What follows belongs to an exercise in optimizing a design on an open flow for small area, a short achievable clock period and few clock cycles per item; a production flow would make more cautious choices. RTL that was checked went through simulation tests only; none was proved equivalent to the original.

==> run a: inputs <==
==> flow/design.v (excerpt) <==
module cordic(
    input wire [31:0]   angle,
    input wire [1:0]    opt,
    input wire          enable,
    input wire          reset,
    input wire          clk,
    output wire signed [31:0] sin_out,
    output wire signed [31:0] cos_out,
    output wire               done
);
==> flow/config.mk <==
export PLATFORM = sky130hd
export DESIGN_NAME = cordic
export DESIGN_NICKNAME = cordic
export VERILOG_FILES = /design/flow/design.v
export SDC_FILE = /design/flow/constraint.sdc
export NUM_CORES = 4
export LEC_CHECK = 0
export ABC_AREA = 1
export CAP_MARGIN = 20
export CORE_MARGIN = 2
export CORE_UTILIZATION = 40
export CTS_BUF_LIST = sky130_fd_sc_hd__clkbuf_8
export CTS_CLUSTER_SIZE = 24
export SETUP_SLACK_MARGIN = 3.6
export SLEW_MARGIN = 20
==> flow/constraint.sdc <==
create_clock -name core_clock -period 7.0 [get_ports {clk}]
set_input_delay 1.4000 -clock core_clock [delete_from_list [all_inputs] [get_ports {clk}]]
set_output_delay 1.4000 -clock core_clock [all_outputs]
set_load 0.01 [all_outputs]
standard.sh (not shown) runs the stock make flow with config.mk's settings and CLKGATE_MAP_FILE= SYNTH_SCRIPT=/design/flow/synth_recipe.tcl, a recipe that flattens the netlist after the stock synthesis.
==> flow/flow/run.sh <==
#!/bin/bash
# The standard layout (standard.sh) with extra ORFS settings: port buffers
# made from sky130_fd_sc_hd__buf_1. ORFS writes each step's log under orfs/logs;
# make's own output goes to make.log.
set -euo pipefail
bash standard.sh 'BUFFER_PORTS_ARGS=-buffer_cell sky130_fd_sc_hd__buf_1' finish > make.log 2>&1
==> run b: changes against run a <==
--- a/flow/design.v
+++ b/flow/design.v
@@ -27,32 +27,29 @@
             4'd13: atan_table = 16'd8;
             4'd14: atan_table = 16'd4;
             default: atan_table = 16'd2;
         endcase
     endfunction
     reg signed [17:0] x, y;
     reg [15:0] z;
-    reg [4:0]  m;                
-    reg [3:0]  sa, sb;           
+    reg [4:0]  n;                
     reg        dx, dyn, dz;      
     reg        sat_r, neg_r;     
     reg        sin_en, cos_en;   
-    wire done_r = m[4];
+    wire done_r = n[4];
     wire run    = enable & ~done_r;
-    wire first  = (m[3:0] == 4'd15);
-    wire st1    = (m[3:0] == 4'd14);
-    wire last   = (m[3:0] == 4'd0);
-    wire [17:0] yi = y ^ {18{dx}};
-    wire [17:0] xi = x ^ {18{dyn}};
-    wire [17:0] ys = $signed(yi) >>> sa;
-    wire [17:0] xs = $signed(xi) >>> ~sb;
+    wire first  = (n[3:0] == 4'd0);
+    wire st1    = (n[3:0] == 4'd1);
+    wire last   = (n[3:0] == 4'd15);
+    wire [17:0] ys = y >>> n[3:0];
+    wire [17:0] xs = x >>> n[3:0];
     wire [17:0] x_nx, y_nx;
     wire [15:0] z_nx;
     wire        ax_m = dx;
-    wire [17:0] ax_b = ys;
+    wire [17:0] ax_b = ys ^ {18{ax_m}};
     wire [17:0] ax_p = x ^ ax_b;
     wire [17:0] ax_g = x & ax_b;
     wire ax_c0 = ax_g[0] | (ax_p[0] & ax_m);
     wire ax_G0 = ax_g[17] | (ax_p[17] & ax_g[16]);
     wire ax_P0 = ax_p[17] & ax_p[16];
     wire ax_G1 = ax_g[16] | (ax_p[16] & ax_g[15]);
     wire ax_P1 = ax_p[16] & ax_p[15];
@@ -151,15 +148,15 @@
     wire ax_G54 = ax_G40 | (ax_P40 & ax_G32);
     wire ax_G55 = ax_G41 | (ax_P41 & ax_G16);
     wire ax_G56 = ax_G42 | (ax_P42 & ax_c0);
     wire ax_G57 = ax_G47 | (ax_P47 & ax_G16);
     wire ax_G58 = ax_G48 | (ax_P48 & ax_c0);
     assign x_nx = ax_p ^ {ax_G58, ax_G49, ax_G50, ax_G51, ax_G52, ax_G53, ax_G54, ax_G55, ax_G56, ax_G43, ax_G44, ax_G45, ax_G46, ax_G31, ax_G32, ax_G16, ax_c0, ax_m};
     wire        ay_m = dyn;
-    wire [17:0] ay_b = xs;
+    wire [17:0] ay_b = xs ^ {18{ay_m}};
     wire [17:0] ay_p = y ^ ay_b;
     wire [17:0] ay_g = y & ay_b;
     wire ay_c0 = ay_g[0] | (ay_p[0] & ay_m);
     wire ay_G0 = ay_g[17] | (ay_p[17] & ay_g[16]);
     wire ay_P0 = ay_p[17] & ay_p[16];
     wire ay_G1 = ay_g[16] | (ay_p[16] & ay_g[15]);
     wire ay_P1 = ay_p[16] & ay_p[15];
@@ -266,15 +263,15 @@
         case ({neg_r, dz})
             2'b01:   zc01 = -16'd16321;    
             2'b00:   zc01 = -16'd21087;
             2'b11:   zc01 =  16'd21087;
             default: zc01 =  16'd16321;    
         endcase
     end
-    wire [15:0] z_b = st1 ? zc01 : atan_table(~m[3:0]);
+    wire [15:0] z_b = st1 ? zc01 : atan_table(n[3:0]);
     wire        az_m = dz & ~st1;
     wire [15:0] az_b = z_b ^ {16{az_m}};
     wire [15:0] az_p = z ^ az_b;
     wire [15:0] az_g = z & az_b;
     wire az_c0 = az_g[0] | (az_p[0] & az_m);
     wire az_G0 = az_g[15] | (az_p[15] & az_g[14]);
     wire az_P0 = az_p[15] & az_p[14];
@@ -372,27 +369,25 @@
         sin_en <= ~opt[0];
         cos_en <= ~(opt[1] & opt[0]);
         if (run) begin
             z   <= first ? angle[15:0] : z_nx;
             dx  <= d_nx;
             dyn <= ~d_nx;
             dz  <= d_nx;
-            sa  <= first ? 4'd1 : sa + 4'd1;
-            sb  <= first ? 4'he : ~(sa + 4'd1);
         end
     end
     always @(posedge clk or posedge reset) begin
         if (reset) begin
             x  <= K;
             y  <= 18'd0;
-            m  <= 5'd15;
+            n  <= 5'd0;
         end else if (run) begin
             if (!first) x <= (last & ~cos_en) ? 18'd0 : x_nx;
             y  <= first ? (angle[31] ? NK : K) :
                   (last & ~sin_en) ? 18'd0 : y_nx;
-            m  <= m - 5'd1;
+            n  <= n + 5'd1;
         end
     end
     assign done    = done_r;
     assign sin_out = {{14{y[17]}}, y};
     assign cos_out = {{14{x[17]}}, x};
 endmodule
- SETUP_SLACK_MARGIN: 3.6 -> 3.35
==> run c: changes against run a <==
--- a/flow/design.v
+++ b/flow/design.v
@@ -37,22 +37,20 @@
     reg        sat_r, neg_r;     
     reg        sin_en, cos_en;   
     wire done_r = m[4];
     wire run    = enable & ~done_r;
     wire first  = (m[3:0] == 4'd15);
     wire st1    = (m[3:0] == 4'd14);
     wire last   = (m[3:0] == 4'd0);
-    wire [17:0] yi = y ^ {18{dx}};
-    wire [17:0] xi = x ^ {18{dyn}};
-    wire [17:0] ys = $signed(yi) >>> sa;
-    wire [17:0] xs = $signed(xi) >>> ~sb;
+    wire [17:0] ys = y >>> sa;
+    wire [17:0] xs = x >>> ~sb;
     wire [17:0] x_nx, y_nx;
     wire [15:0] z_nx;
     wire        ax_m = dx;
-    wire [17:0] ax_b = ys;
+    wire [17:0] ax_b = ys ^ {18{ax_m}};
     wire [17:0] ax_p = x ^ ax_b;
     wire [17:0] ax_g = x & ax_b;
     wire ax_c0 = ax_g[0] | (ax_p[0] & ax_m);
     wire ax_G0 = ax_g[17] | (ax_p[17] & ax_g[16]);
     wire ax_P0 = ax_p[17] & ax_p[16];
     wire ax_G1 = ax_g[16] | (ax_p[16] & ax_g[15]);
     wire ax_P1 = ax_p[16] & ax_p[15];
@@ -151,15 +149,15 @@
     wire ax_G54 = ax_G40 | (ax_P40 & ax_G32);
     wire ax_G55 = ax_G41 | (ax_P41 & ax_G16);
     wire ax_G56 = ax_G42 | (ax_P42 & ax_c0);
     wire ax_G57 = ax_G47 | (ax_P47 & ax_G16);
     wire ax_G58 = ax_G48 | (ax_P48 & ax_c0);
     assign x_nx = ax_p ^ {ax_G58, ax_G49, ax_G50, ax_G51, ax_G52, ax_G53, ax_G54, ax_G55, ax_G56, ax_G43, ax_G44, ax_G45, ax_G46, ax_G31, ax_G32, ax_G16, ax_c0, ax_m};
     wire        ay_m = dyn;
-    wire [17:0] ay_b = xs;
+    wire [17:0] ay_b = xs ^ {18{ay_m}};
     wire [17:0] ay_p = y ^ ay_b;
     wire [17:0] ay_g = y & ay_b;
     wire ay_c0 = ay_g[0] | (ay_p[0] & ay_m);
     wire ay_G0 = ay_g[17] | (ay_p[17] & ay_g[16]);
     wire ay_P0 = ay_p[17] & ay_p[16];
     wire ay_G1 = ay_g[16] | (ay_p[16] & ay_g[15]);
     wire ay_P1 = ay_p[16] & ay_p[15];
@@ -372,27 +370,29 @@
         sin_en <= ~opt[0];
         cos_en <= ~(opt[1] & opt[0]);
         if (run) begin
             z   <= first ? angle[15:0] : z_nx;
             dx  <= d_nx;
             dyn <= ~d_nx;
             dz  <= d_nx;
-            sa  <= first ? 4'd1 : sa + 4'd1;
-            sb  <= first ? 4'he : ~(sa + 4'd1);
         end
     end
     always @(posedge clk or posedge reset) begin
         if (reset) begin
             x  <= K;
             y  <= 18'd0;
             m  <= 5'd15;
+            sa <= 4'd0;
+            sb <= 4'hf;
         end else if (run) begin
             if (!first) x <= (last & ~cos_en) ? 18'd0 : x_nx;
             y  <= first ? (angle[31] ? NK : K) :
                   (last & ~sin_en) ? 18'd0 : y_nx;
             m  <= m - 5'd1;
+            sa <= sa + 4'd1;
+            sb <= ~(sa + 4'd1);
         end
     end
     assign done    = done_r;
     assign sin_out = {{14{y[17]}}, y};
     assign cos_out = {{14{x[17]}}, x};
 endmodule
- SETUP_SLACK_MARGIN: 3.6 -> 3.5
==> run d: changes against run a <==
--- a/flow/design.v
+++ b/flow/design.v
@@ -37,22 +37,20 @@
     reg        sat_r, neg_r;     
     reg        sin_en, cos_en;   
     wire done_r = m[4];
     wire run    = enable & ~done_r;
     wire first  = (m[3:0] == 4'd15);
     wire st1    = (m[3:0] == 4'd14);
     wire last   = (m[3:0] == 4'd0);
-    wire [17:0] yi = y ^ {18{dx}};
-    wire [17:0] xi = x ^ {18{dyn}};
-    wire [17:0] ys = $signed(yi) >>> sa;
-    wire [17:0] xs = $signed(xi) >>> ~sb;
+    wire [17:0] ys = y >>> sa;
+    wire [17:0] xs = x >>> ~sb;
     wire [17:0] x_nx, y_nx;
     wire [15:0] z_nx;
     wire        ax_m = dx;
-    wire [17:0] ax_b = ys;
+    wire [17:0] ax_b = ys ^ {18{ax_m}};
     wire [17:0] ax_p = x ^ ax_b;
     wire [17:0] ax_g = x & ax_b;
     wire ax_c0 = ax_g[0] | (ax_p[0] & ax_m);
     wire ax_G0 = ax_g[17] | (ax_p[17] & ax_g[16]);
     wire ax_P0 = ax_p[17] & ax_p[16];
     wire ax_G1 = ax_g[16] | (ax_p[16] & ax_g[15]);
     wire ax_P1 = ax_p[16] & ax_p[15];
@@ -151,15 +149,15 @@
     wire ax_G54 = ax_G40 | (ax_P40 & ax_G32);
     wire ax_G55 = ax_G41 | (ax_P41 & ax_G16);
     wire ax_G56 = ax_G42 | (ax_P42 & ax_c0);
     wire ax_G57 = ax_G47 | (ax_P47 & ax_G16);
     wire ax_G58 = ax_G48 | (ax_P48 & ax_c0);
     assign x_nx = ax_p ^ {ax_G58, ax_G49, ax_G50, ax_G51, ax_G52, ax_G53, ax_G54, ax_G55, ax_G56, ax_G43, ax_G44, ax_G45, ax_G46, ax_G31, ax_G32, ax_G16, ax_c0, ax_m};
     wire        ay_m = dyn;
-    wire [17:0] ay_b = xs;
+    wire [17:0] ay_b = xs ^ {18{ay_m}};
     wire [17:0] ay_p = y ^ ay_b;
     wire [17:0] ay_g = y & ay_b;
     wire ay_c0 = ay_g[0] | (ay_p[0] & ay_m);
     wire ay_G0 = ay_g[17] | (ay_p[17] & ay_g[16]);
     wire ay_P0 = ay_p[17] & ay_p[16];
     wire ay_G1 = ay_g[16] | (ay_p[16] & ay_g[15]);
     wire ay_P1 = ay_p[16] & ay_p[15];
@@ -372,27 +370,29 @@
         sin_en <= ~opt[0];
         cos_en <= ~(opt[1] & opt[0]);
         if (run) begin
             z   <= first ? angle[15:0] : z_nx;
             dx  <= d_nx;
             dyn <= ~d_nx;
             dz  <= d_nx;
-            sa  <= first ? 4'd1 : sa + 4'd1;
-            sb  <= first ? 4'he : ~(sa + 4'd1);
         end
     end
     always @(posedge clk or posedge reset) begin
         if (reset) begin
             x  <= K;
             y  <= 18'd0;
             m  <= 5'd15;
+            sa <= 4'd0;
+            sb <= 4'hf;
         end else if (run) begin
             if (!first) x <= (last & ~cos_en) ? 18'd0 : x_nx;
             y  <= first ? (angle[31] ? NK : K) :
                   (last & ~sin_en) ? 18'd0 : y_nx;
             m  <= m - 5'd1;
+            sa <= sa + 4'd1;
+            sb <= ~(sa + 4'd1);
         end
     end
     assign done    = done_r;
     assign sin_out = {{14{y[17]}}, y};
     assign cos_out = {{14{x[17]}}, x};
 endmodule
- PLACE_DENSITY: not set -> 0.8
- SETUP_SLACK_MARGIN: 3.6 -> 3.5
==> summary of the runs <==
Run b passed the timing, design-rule and antenna checks. Run a finished clean. Run c went through all stages and came out clean. Run d completed with no timing, DRC or antenna violations. Of run a and run d, run a has the higher clock-buffer cell count (gap 1). Between run a and run b, the lower cell count is in run b (gap 12%, measured against run b). In run c the synthesized cell count is higher than in run b, by 3.1%. Against run a, the utilization of run c is lower by 3.7 points. In flip-flop and latch count, run d and run c do not differ.
Testbench counts of run b, summed over its fixed seeds: cycles 43,200, items 2,400.
Function not checked in run a, run c and run d: the RTL went through the layout flow alone.

==> separate check: timing with driven ports <==
The results above use ideal ports. As a check the final layouts listed here were re-extracted and re-timed, cells and wires unchanged.
Step 1: set_driving_cell puts a clkbuf_16 on clk and a buf_2 on each other input, an assumption about the parent block.
Step 2 moves the port delays by t, midway between the first and last clock arrival at a register: inputs arrive t later, outputs are due t later. That takes back most of the time a late clock gives input paths.
a / b / c = ideal / step 1 / step 2; a / b = the first two.
| run | t, ns | slack for setup (ns) | hold WS [ns] |
|---|---|---|---|
| run a | 0.421 | 3.699 / 3.699 / 3.453 | 0.510 / 0.510 / 0.510 |
| run b | 0.408 | 3.383 / 3.383 / 3.234 | 0.518 / 0.518 / 0.518 |
| run c | 0.410 | 3.665 / 3.665 / 3.284 | 0.520 / 0.520 / 0.520 |
| run d | 0.403 | 3.644 / 3.644 / 3.330 | 0.521 / 0.521 / 0.521 |
After both steps every run listed still meets setup and hold. The setup slack of run c, which loses most, moves by 0.000 ns with the drivers and by -0.381 ns with both steps.
